Context: an optimization exercise on an open-source flow, tuned for small area. The choices shown serve that exercise and are no tape-out recipe.
Only simulation tests tie the RTL to the original design; equivalence was not proved.
Power is estimated from default activity; no workload was simulated.

// project
module project (input wrEnable, input [4:0] wrReg, input [4:0] rdReg1, input [4:0] rdReg2, input clk, input [3:0] opCode, input [4:0] shiftAmt, output signed [31:0] result, input selCh, input [31:0] selData);
For scale: about 3200 cells after synthesis, about 46000 um^2 of cells after synthesis.
clock: 10.0 ns
lec_check: 0
cap_margin: 20
core_margin: 2
core_utilization: 55
place_density: 0.8
setup_slack_margin: 0.1
slew_margin: 20
synth_hierarchical: 1
standard.sh (not shown) runs the stock make flow with config.mk's settings and CLKGATE_MAP_FILE= SYNTH_SCRIPT=/design/flow/synth_recipe.tcl, a recipe that flattens the netlist after the stock synthesis.
==> flow/flow/run.sh <==
#!/bin/bash
# The standard ORFS layout (standard.sh, with the standard synthesis), with
# these changes to how the layout is made:
#  - ports are buffered with buf_2 instead of the delay-cell buffer that
#    buffer_ports picks by default;
#  - clock tree synthesis uses clkbuf_8 for the tree and inserts no dummy
#    loads;
# make's full output goes to flow_make.log here; ORFS writes each step's log
# under orfs/logs/.
set -euo pipefail
bash standard.sh \
  "BUFFER_PORTS_ARGS=-buffer_cell sky130_fd_sc_hd__buf_2" \
  "CTS_ARGS=-sink_clustering_enable -repair_clock_nets -dont_use_dummy_load -buf_list sky130_fd_sc_hd__clkbuf_8 -sink_clustering_size 18 -sink_clustering_max_diameter 60" \
  finish > flow_make.log 2>&1
Edit:
- GPL_ROUTABILITY_DRIVEN: unset -> 0
Effect: Routed wire length hardly moves; maximum frequency is higher by 0.60%; setup slack gains 0.058 ns; die area is unchanged; core utilization is higher by 0.11 points; critical path depth does not change; combinational power stays flat; first-iteration DRC count is higher by 2.5%; synthesized area is unchanged; worst hold slack loses 0.017 ns.
Edit:
- CORE_UTILIZATION: 55 -> 65
- GPL_ROUTABILITY_DRIVEN: 0 -> unset
- PLACE_DENSITY: 0.8 -> 0.9
Critical path depth came out higher by 1. Clock power decreases by a few percent. Setup slack got worse by 0.12 ns. Synthesized area is unchanged. Wire length rose by a few percent. Power drops slightly. Cell count shrinks by a few percent. Via count rose by a few percent. Sequential power barely changes.
Edit:
- CORE_UTILIZATION: 65 -> 40
- PLACE_DENSITY: 0.9 -> unset
- SETUP_SLACK_MARGIN: 0.1 -> unset
What happened: Clock-buffer cell count goes up by 7; non-clock buffer count came out higher by 82; core utilization falls by 26 points; register-to-register slack gains 0.25 ns.

---

The RTL this note starts from:
==> flow/design.v <==
module addBK (input [31:0] a, input [31:0] b, input cin, output [31:0] sum, output [31:0] g, output [31:0] p);
	assign g = a & b;
	assign p = a ^ b;
	wire [31:0] gg [0:9];
	wire [31:0] pp [0:9];
	assign gg[0] = {g[31:1], g[0] | (p[0] & cin)};
	assign pp[0] = p;
	genvar l, i;
	generate
		for (l = 1; l <= 5; l = l + 1) begin : up
			for (i = 0; i < 32; i = i + 1) begin : b
				if (((i + 1) % (1 << l)) == 0) begin : c
					assign gg[l][i] = gg[l-1][i] | (pp[l-1][i] & gg[l-1][i - (1 << (l-1))]);
					assign pp[l][i] = pp[l-1][i] & pp[l-1][i - (1 << (l-1))];
				end else begin : n
					assign gg[l][i] = gg[l-1][i];
					assign pp[l][i] = pp[l-1][i];
				end
			end
		end
		for (l = 6; l <= 9; l = l + 1) begin : dn
			for (i = 0; i < 32; i = i + 1) begin : b
				if (((i + 1) % (2 << (9 - l))) == (1 << (9 - l)) && i > (1 << (9 - l))) begin : c
					assign gg[l][i] = gg[l-1][i] | (pp[l-1][i] & gg[l-1][i - (1 << (9 - l))]);
					assign pp[l][i] = pp[l-1][i] & pp[l-1][i - (1 << (9 - l))];
				end else begin : n
					assign gg[l][i] = gg[l-1][i];
					assign pp[l][i] = pp[l-1][i];
				end
			end
		end
	endgenerate
	assign sum = p ^ {gg[9][30:0], cin};
endmodule
module shiftR (input [31:0] in, input fill, input [4:0] amt, output [31:0] out);
	wire [31:0] s0 = amt[4] ? {{16{fill}}, in[31:16]} : in;
	wire [31:0] s1 = amt[3] ? {{8{fill}}, s0[31:8]} : s0;
	wire [31:0] s2 = amt[2] ? {{4{fill}}, s1[31:4]} : s1;
	wire [31:0] s3 = amt[1] ? {{2{fill}}, s2[31:2]} : s2;
	assign out     = amt[0] ? {fill, s3[31:1]} : s3;
endmodule
module alu (input signed [31:0] in1, input signed [31:0] in2, input [3:0] opCode, input [4:0] shiftAmt, output signed [31:0] result);
	wire isArith = (opCode == 4'd0) | (opCode == 4'd1);
	wire sub     = (opCode == 4'd1) | (opCode == 4'd7) | (opCode == 4'd8);
	wire isLogic = (opCode == 4'd2) | (opCode == 4'd3);
	wire isOr    = (opCode == 4'd3);
	wire isShl   = (opCode == 4'd4);
	wire isShr   = (opCode == 4'd5) | (opCode == 4'd6);
	wire isGt    = (opCode == 4'd7);
	wire isLt    = (opCode == 4'd8);
	wire [31:0] sum, g, p;
	addBK add (.a(in1), .b(in2 ^ {32{sub}}), .cin(sub), .sum(sum), .g(g), .p(p));
	wire lt = (in1[31] & ~in2[31]) | (~(in1[31] ^ in2[31]) & sum[31]);
	wire eq = &p;
	wire gt = ~lt & ~eq;
	wire [31:0] arev, sh;
	genvar i;
	generate for (i = 0; i < 32; i = i + 1) begin : rev
		assign arev[i] = in1[31 - i];
	end endgenerate
	shiftR shr (.in(isShl ? arev : in1), .fill((opCode == 4'd6) & in1[31]), .amt(shiftAmt), .out(sh));
	generate for (i = 0; i < 32; i = i + 1) begin : outb
		wire base = (isArith & sum[i]) | (isLogic & g[i]) | (isOr & p[i]) | (isShr & sh[i]) | (isShl & sh[31 - i]);
		if (i == 0) begin : b0
			assign result[i] = base | (isLt & lt) | (isGt & gt);
		end else begin : bn
			assign result[i] = base;
		end
	end endgenerate
endmodule
module mux (input selCh, input [31:0] inCh0, input [31:0] inCh1, output [31:0] selData);
	assign selData = selCh == 0 ? inCh0 :
			  selCh == 1 ? inCh1 : 0;
endmodule
module rdPair (input q0, input s0n, input q1, input s1n, output y);
	assign y = ~((q0 | s0n) & (q1 | s1n));
endmodule
module registerFile (input wrEnable, input [4:0] wrReg, input [31:0] wrData, input [4:0] rdReg1, output [31:0] rdData1, input [4:0] rdReg2, output [31:0] rdData2, input clk);
	reg [31:0] regFile [31:0];
	always @(posedge clk) begin if (wrEnable) begin regFile[wrReg] <= wrData; end end
	wire [31:0] sel1n = ~(32'd1 << rdReg1);
	wire [31:0] sel2n = ~(32'd1 << rdReg2);
	genvar i, j;
	generate for (j = 0; j < 32; j = j + 1) begin : bitcol
		wire [15:0] y1, y2;
		for (i = 0; i < 16; i = i + 1) begin : pr
			rdPair p1 (.q0(regFile[2*i][j]), .s0n(sel1n[2*i]), .q1(regFile[2*i+1][j]), .s1n(sel1n[2*i+1]), .y(y1[i]));
			rdPair p2 (.q0(regFile[2*i][j]), .s0n(sel2n[2*i]), .q1(regFile[2*i+1][j]), .s1n(sel2n[2*i+1]), .y(y2[i]));
		end
		assign rdData1[j] = ~|y1;
		assign rdData2[j] = ~|y2;
	end endgenerate
endmodule
module project (input wrEnable, input [4:0] wrReg, input [4:0] rdReg1, input [4:0] rdReg2, input clk, input [3:0] opCode, input [4:0] shiftAmt, output signed [31:0] result, input selCh, input [31:0] selData);
	wire [31:0] selected;
	wire signed [31:0] rdData1;
	wire signed [31:0] rdData2;
	registerFile regFile1 (wrEnable, wrReg, selected, rdReg1, rdData1, rdReg2, rdData2, clk);
	alu alu1 (rdData1, rdData2, opCode, shiftAmt, result);
	mux m1 (selCh, selData, result, selected);
endmodule
==> flow/config.mk <==
export PLATFORM = sky130hd
export DESIGN_NAME = project
export DESIGN_NICKNAME = project
export VERILOG_FILES = /design/flow/design.v
export SDC_FILE = /design/flow/constraint.sdc
export NUM_CORES = 4
export LEC_CHECK = 0
export CAP_MARGIN = 20
export CORE_MARGIN = 2
export CORE_UTILIZATION = 40
export SLEW_MARGIN = 20
export SYNTH_HIERARCHICAL = 1
==> flow/constraint.sdc <==
create_clock -name core_clock -period 10.0 [get_ports {clk}]
set_input_delay 2.0000 -clock core_clock [delete_from_list [all_inputs] [get_ports {clk}]]
set_output_delay 2.0000 -clock core_clock [all_outputs]
set_load 0.01 [all_outputs]
Scripts as last shown in full above: flow/flow/run.sh
Change:
==> flow/run.sh (new file) <==
#!/bin/bash
# synth_recipe.tcl (not shown) runs the flow's synth.tcl, then flattens the netlist and writes it again
# the make line also repeats each setting of config.mk as NAME=value (left out here)
make -C /OpenROAD-flow-scripts/flow DESIGN_CONFIG=/design/flow/config.mk WORK_HOME=/design/flow/orfs CLKGATE_MAP_FILE= SYNTH_SCRIPT=/design/flow/synth_recipe.tcl finish
removed: flow/flow/run.sh
removed: flow/standard.sh
=>
- clock-buffer cell count increases by 39
- final cell count is higher by 5.2%
- sequential share of layout area goes down by 4.8 points
- flip-flop and latch count stays the same
- global-route usage went down by 0.17 points
- area after synthesis is unchanged
- setup slack got worse by 0.22 ns
- final area rises by 8.8%
- hold slack gets better by 0.30 ns
- wire length is about the same
Change:
==> flow/flow/run.sh (new file) <==
#!/bin/bash
# The standard ORFS layout (standard.sh, with the standard synthesis), with
# these changes to how the layout is made:
#  - ports are buffered with buf_2 instead of the delay-cell buffer that
#    buffer_ports picks by default;
#  - clock tree synthesis uses clkbuf_8 for the tree and inserts no dummy
#    loads;
#  - after repair, non-critical gates are downsized (RECOVER_POWER).
# make's full output goes to flow_make.log here; ORFS writes each step's log
# under orfs/logs/.
set -euo pipefail
bash standard.sh \
  "BUFFER_PORTS_ARGS=-buffer_cell sky130_fd_sc_hd__buf_2" \
  "CTS_ARGS=-sink_clustering_enable -repair_clock_nets -dont_use_dummy_load -buf_list sky130_fd_sc_hd__clkbuf_8 -sink_clustering_size 18 -sink_clustering_max_diameter 60" \
  "RECOVER_POWER=100" \
  finish > flow_make.log 2>&1
==> flow/standard.sh (new file) <==
#!/bin/bash
# synth_recipe.tcl (not shown) runs the flow's synth.tcl, then flattens the netlist and writes it again
# the make line also repeats each setting of config.mk as NAME=value (left out here)
make -C /OpenROAD-flow-scripts/flow DESIGN_CONFIG=/design/flow/config.mk WORK_HOME=/design/flow/orfs CLKGATE_MAP_FILE= SYNTH_SCRIPT=/design/flow/synth_recipe.tcl "${@:-finish}"
removed: flow/run.sh
Now the flow ran to the end with violations: capacitance limit, slew limit.
Final cell count fell by 5.0%.
Core utilization is lower by 4.2 points.
Non-clock buffer count fell by 161.
Die area does not change.
Routed wire length barely changes.
Area after synthesis stays the same.
Design area came out lower by 8.7%.
Synthesized cell count does not change.

[static timing again, ports no longer ideal]
Ports are ideal in the flow. The routed layouts listed here were re-timed in OpenROAD.
Step 1 sets driving cells, clkbuf_16 on the clock port and buf_2 on the other inputs (assumed; they add their load-dependent delay and slew).
Step 2 also shifts input and output timing later by t, the mid clock arrival at the registers, as if the neighbouring blocks saw the same clock.
a / b / c = no drivers / after step 1 / after step 2; a / b = the first two.
run | t (ns) | setup slack, ns | hold slack, ns | latest minus earliest clock arrival (ns) | worst data-port slew with drivers (ns)
the first run of note 1 | 0.752 | 0.285 / 0.203 / 0.203 | 1.912 / 1.882 / 1.912 | 0.114 / 0.115 | 0.12
the second run of note 1 | 0.762 | 0.343 / 0.237 / 0.237 | 1.894 / 1.874 / 1.950 | 0.096 / 0.096 | 0.14
the third run of note 1 | 0.747 | 0.219 / 0.197 / 0.197 | 1.937 / 1.895 / 1.947 | 0.127 / 0.126 | 0.08
the fourth run of note 1 | 0.801 | 0.243 / 0.126 / 0.126 | 1.839 / 1.802 / 1.959 | 0.105 / 0.106 | 0.15
the first run of note 2 | 0.777 | 0.298 / 0.171 / 0.171 | 1.895 / 1.855 / 2.102 | 0.123 / 0.123 | 0.19
the second run of note 2 | 0.749 | 0.077 / -0.002 / -0.002 | 2.195 / 2.195 / 2.195 | 0.036 / 0.036 | 0.17
the third run of note 2 | 0.768 | 0.191 / 0.146 / 0.146 | 2.021 / 1.971 / 2.739 | 0.113 / 0.113 | 0.20
Met with ideal ports but missed after step 2: setup timing in the second run of note 2. For the first run of note 2, which loses most, drivers alone change the setup slack by -0.127 ns; drivers and shift together by -0.127 ns.
